From an optimization exercise on the open Yosys and OpenROAD flow, aimed at small area; shortcuts taken in it are not production practice. Function was checked by simulation only, so behaviour that the tests miss may differ from the original. The clock port is modelled as an ideal driver, which makes a skipped or thinned clock tree look cheaper than it is; a real chip needs a root buffer or a tree. Power is estimated from default activity; no workload was simulated.

## DigitalWatch
module DigitalWatch (
	input clk,     
	input wire rst,  
	input wire Button0_IN,
	input wire Button1_IN,
	input wire Button2_IN,
	input wire Button3_IN,
	output wire [7:0]Row_Scan_Sig,
	output wire [5:0]Column_Scan_Sig,
	output [3:0] Week
);
Size in the first run: roughly 770 cells after synthesis.
==> module DigitalWatch, before the edit <==
module DigitalWatch (
	input clk,     
	input wire rst,  
	input wire Button0_IN,
	input wire Button1_IN,
	input wire Button2_IN,
	input wire Button3_IN,
	output wire [7:0]Row_Scan_Sig,
	output wire [5:0]Column_Scan_Sig,
	output [3:0] Week
);
wire Button0, Button1, Button2, Button3;
debounce_module  db0 (.clk(clk), .rst(rst), .pin(Button0_IN), .out(Button0));
debounce_module  db3 (.clk(clk), .rst(rst), .pin(Button3_IN), .out(Button3));
debounce_module2 db1 (.clk(clk), .rst(rst), .key(Button1_IN), .key_out(Button1));
debounce_module2 db2 (.clk(clk), .rst(rst), .key(Button2_IN), .key_out(Button2));
reg [2:0] Sel;
reg Button0_d;
reg SetB3_d;
wire Mode = (Sel[1:0] != 2'b11);
wire SetB3 = Mode & Button3;
always @(posedge clk) begin
	if (rst) begin
		Button0_d <= 1'b0;
		SetB3_d <= 1'b0;
		Sel <= 3'b011;
	end
	else begin
		Button0_d <= Button0;
		SetB3_d <= SetB3;
		if (Button0 && !Button0_d)
			Sel <= Mode ? 3'b011 : 3'b000;
		else if (Mode & Button0)
			Sel <= 3'b000;
		else if (SetB3 & ~SetB3_d)
			Sel <= (Sel[1:0] == 2'd2) ? {~Sel[2], 2'd0} : {Sel[2], Sel[1:0] + 2'd1};
	end
end
wire [2:0] Edit = Sel[2] ? {1'b0, Sel[1:0]} + 3'd3 : {1'b0, Sel[1:0]};
localparam [14:0] DIV_POL = 15'b010101010101010;
reg [14:0] DivS;
wire [14:0] Div = DivS ^ DIV_POL;
wire div_z = (Div[13:7] == 7'd0) & (Div[5:0] == 6'd0);
wire tick = Div[14] & div_z;
wire adv  = tick & ~Div[6];
always @(posedge clk) begin
	if (rst)
		DivS <= 15'b000000010001001 ^ DIV_POL;
	else
		DivS <= {Div[13:0], Div[14] ^ Div[13] ^ (div_z & ~Div[6])} ^ DIV_POL;
end
reg [5:0] SecN;
reg [5:0] MinN;
reg [4:0] HrN;
reg [4:0] DayN;
reg [3:0] MonN;
reg [6:0] YearN;
wire [5:0] Sec = ~SecN;
wire [5:0] Min = ~MinN;
wire [4:0] Hr = ~HrN;
wire [4:0] Day = ~DayN;
wire [3:0] Mon = ~MonN;
wire [6:0] Year = ~YearN;
wire [5:0] sec_n;
wire [5:0] min_n;
wire [4:0] hr_n;
wire [4:0] day_n;
wire [3:0] mon_n;
wire [6:0] year_n;
time_next tn0 (
	.tick(tick), .adv(adv), .Mode(Mode), .Edit(Edit),
	.Button1(Button1), .Button2(Button2),
	.Sec(Sec), .Min(Min), .Hr(Hr), .Day(Day), .Mon(Mon), .Year(Year),
	.sec_n(sec_n), .min_n(min_n), .hr_n(hr_n), .day_n(day_n), .mon_n(mon_n), .year_n(year_n)
);
always @(posedge clk) begin
	if (rst) begin
		SecN  <= ~6'd0;
		MinN  <= ~6'd0;
		HrN   <= ~5'd0;
		DayN  <= ~5'd1;
		MonN  <= ~4'd1;
		YearN <= ~7'd0;
	end
	else begin
		SecN  <= ~sec_n;
		MinN  <= ~min_n;
		HrN   <= ~hr_n;
		DayN  <= ~day_n;
		MonN  <= ~mon_n;
		YearN <= ~year_n;
	end
end
wire [2:0] wd;
week_calc wk0 (.Day(Day), .Mon(Mon), .Year(Year), .Week(wd));
assign Week = {1'b0, wd};
wire ShowDate = Mode ? Sel[2] : Button3;
wire [1:0] Field = Sel[1:0];
reg [13:0] BlinkCnt;
reg rblink;
wire bwrap = &BlinkCnt;
always @(posedge clk) begin
	if (rst | (Mode & bwrap))
		BlinkCnt <= 14'd5583;
	else
		BlinkCnt <= BlinkCnt + Mode;
	if (rst)
		rblink <= 1'b0;
	else if (Mode & bwrap)
		rblink <= ~rblink;
end
localparam [5:0] SCAN_POL = 6'b101010;  
reg [5:0] ScanS;
wire [5:0] Scan = ScanS ^ SCAN_POL;
wire scan_take = (Scan == 6'b101001);
wire scan_show = (Scan == 6'b100111);
always @(posedge clk) begin
	if (rst)
		ScanS <= 6'b000111 ^ SCAN_POL;
	else
		ScanS <= {Scan[4:3], Scan[2] & ~scan_show, Scan[1:0], Scan[5] ^ Scan[4]} ^ SCAN_POL;
end
reg [2:0] Digit;     
reg [3:0] NextBCD;   
reg [3:0] ShowBCD;   
wire [2:0] NextDigit = (Digit[2] & Digit[0]) ? 3'd0 : Digit + 1'b1;
always @(posedge clk) begin
	if (rst)
		Digit <= 3'd7;
	else if (scan_show)
		Digit <= NextDigit;
end
reg [6:0] val;
always @(*) begin
	case ({ShowDate, NextDigit[2:1]})
		3'b000: val = {1'b0, Sec};
		3'b001: val = {1'b0, Min};
		3'b010: val = {2'b0, Hr};
		3'b100: val = {2'b0, Day};
		3'b101: val = {3'b0, Mon};
		3'b110: val = Year;
		default: val = 7'd0;
	endcase
end
wire [3:0] tens = val / 10;
wire [3:0] ones = val % 10;
always @(posedge clk) begin
	if (scan_take)
		NextBCD <= NextDigit[0] ? ones : tens;
	if (scan_show)
		ShowBCD <= NextBCD;
end
reg [6:0] seg;
always @(*) begin
	case (ShowBCD)
		4'd0: seg = 7'b100_0000;
		4'd1: seg = 7'b111_1001;
		4'd2: seg = 7'b010_0100;
		4'd3: seg = 7'b011_0000;
		4'd4: seg = 7'b001_1001;
		4'd5: seg = 7'b001_0010;
		4'd6: seg = 7'b000_0010;
		4'd7: seg = 7'b111_1000;
		4'd8: seg = 7'b000_0000;
		4'd9: seg = 7'b001_0000;
		default: seg = 7'b111_1111;
	endcase
end
wire blank = (Digit == 3'd7) | (rblink & Mode & (Digit[2:1] == Field));
assign Row_Scan_Sig = {1'b1, blank ? 7'h7f : seg};
assign Column_Scan_Sig = ~(6'b1 << Digit);
endmodule
clock: 40.0 ns
lec_check: 0
abc_area: 1
cap_margin: 20
core_margin: 2
core_utilization: 75
place_density: 0.85
slew_margin: 20
standard.sh (not shown) runs the stock make flow with config.mk's settings and CLKGATE_MAP_FILE= SYNTH_SCRIPT=/design/flow/synth_recipe.tcl, a recipe that flattens the netlist after the stock synthesis.
==> flow/flow/run.sh <==
#!/bin/bash
# Layout flow: the standard flow (standard.sh) with
#  - synth_area.tcl: the standard synthesis, but ABC maps for area (the best
#    of a few area scripts)
#    and adders are not extracted into adder cells;
#  - pre_cts.tcl: a two-level clock tree (1 + 6 buffers) in place of
#    TritonCTS's H-tree;
#  - buf_1 cells as the port buffers.
# The make run's full output goes to standard.log in the work folder; the
# tools' own logs stay under orfs/logs.
set -euo pipefail
W=$PWD
bash standard.sh SYNTH_SCRIPT="$W/flow/synth_area.tcl" PRE_CTS_TCL="$W/flow/pre_cts.tcl" \
  BUFFER_PORTS_ARGS="-buffer_cell sky130_fd_sc_hd__buf_1" finish > "$W/standard.log" 2>&1
Other scripts of this flow, unchanged in this note and not shown: flow/flow/pre_cts.tcl, flow/flow/synth_area.tcl
Next try:
--- a/flow/design.v
+++ b/flow/design.v
@@ -388,10 +388,10 @@
 wire [1:0] Field = Sel[1:0];
 reg [13:0] BlinkCnt;
 reg rblink;
-wire bwrap = &BlinkCnt;
+wire bwrap = (BlinkCnt == 14'd10800);
 always @(posedge clk) begin
 	if (rst | (Mode & bwrap))
-		BlinkCnt <= 14'd5583;
+		BlinkCnt <= 14'd0;
 	else
 		BlinkCnt <= BlinkCnt + Mode;
 	if (rst)
Outcome:
- The changed run completed without violations
- clock power shrinks slightly
- wire length drops slightly
- power drops slightly
- die area grows slightly
- final area hardly moves
- setup slack gets better by 500 ps
- sequential power hardly moves
- first-iteration DRC count goes up by a quarter to a third
- critical path depth shrinks by 5
No run of this note takes its clock network from TritonCTS; it comes from the design's own scripts or RTL.

-- static timing again, ports no longer ideal --
How much do the figures lean on ideal ports? The routed layouts below were timed once more, with nothing changed but the port constraints.
Step 1: set_driving_cell puts a clkbuf_16 on clk and a buf_2 on each other input, an assumption about the parent block.
Step 2 also shifts input and output timing later by t, the mid clock arrival at the registers, as if the neighbouring blocks saw the same clock.
a / b / c = ideal ports / drivers / drivers and shift; a / b = the first two.
run	t (ns)	setup WS [ns]	clock arrival spread, ns	worst register clock-pin slew, ns	worst data-port slew with drivers (ns)
the first run	0.539	27.571 / 27.542 / 28.081	0.015 / 0.016	0.10 / 0.10	0.03
the second run	0.521	28.074 / 28.042 / 28.563	0.016 / 0.016	0.10 / 0.10	0.03
After both steps setup and hold are still met in every run listed.
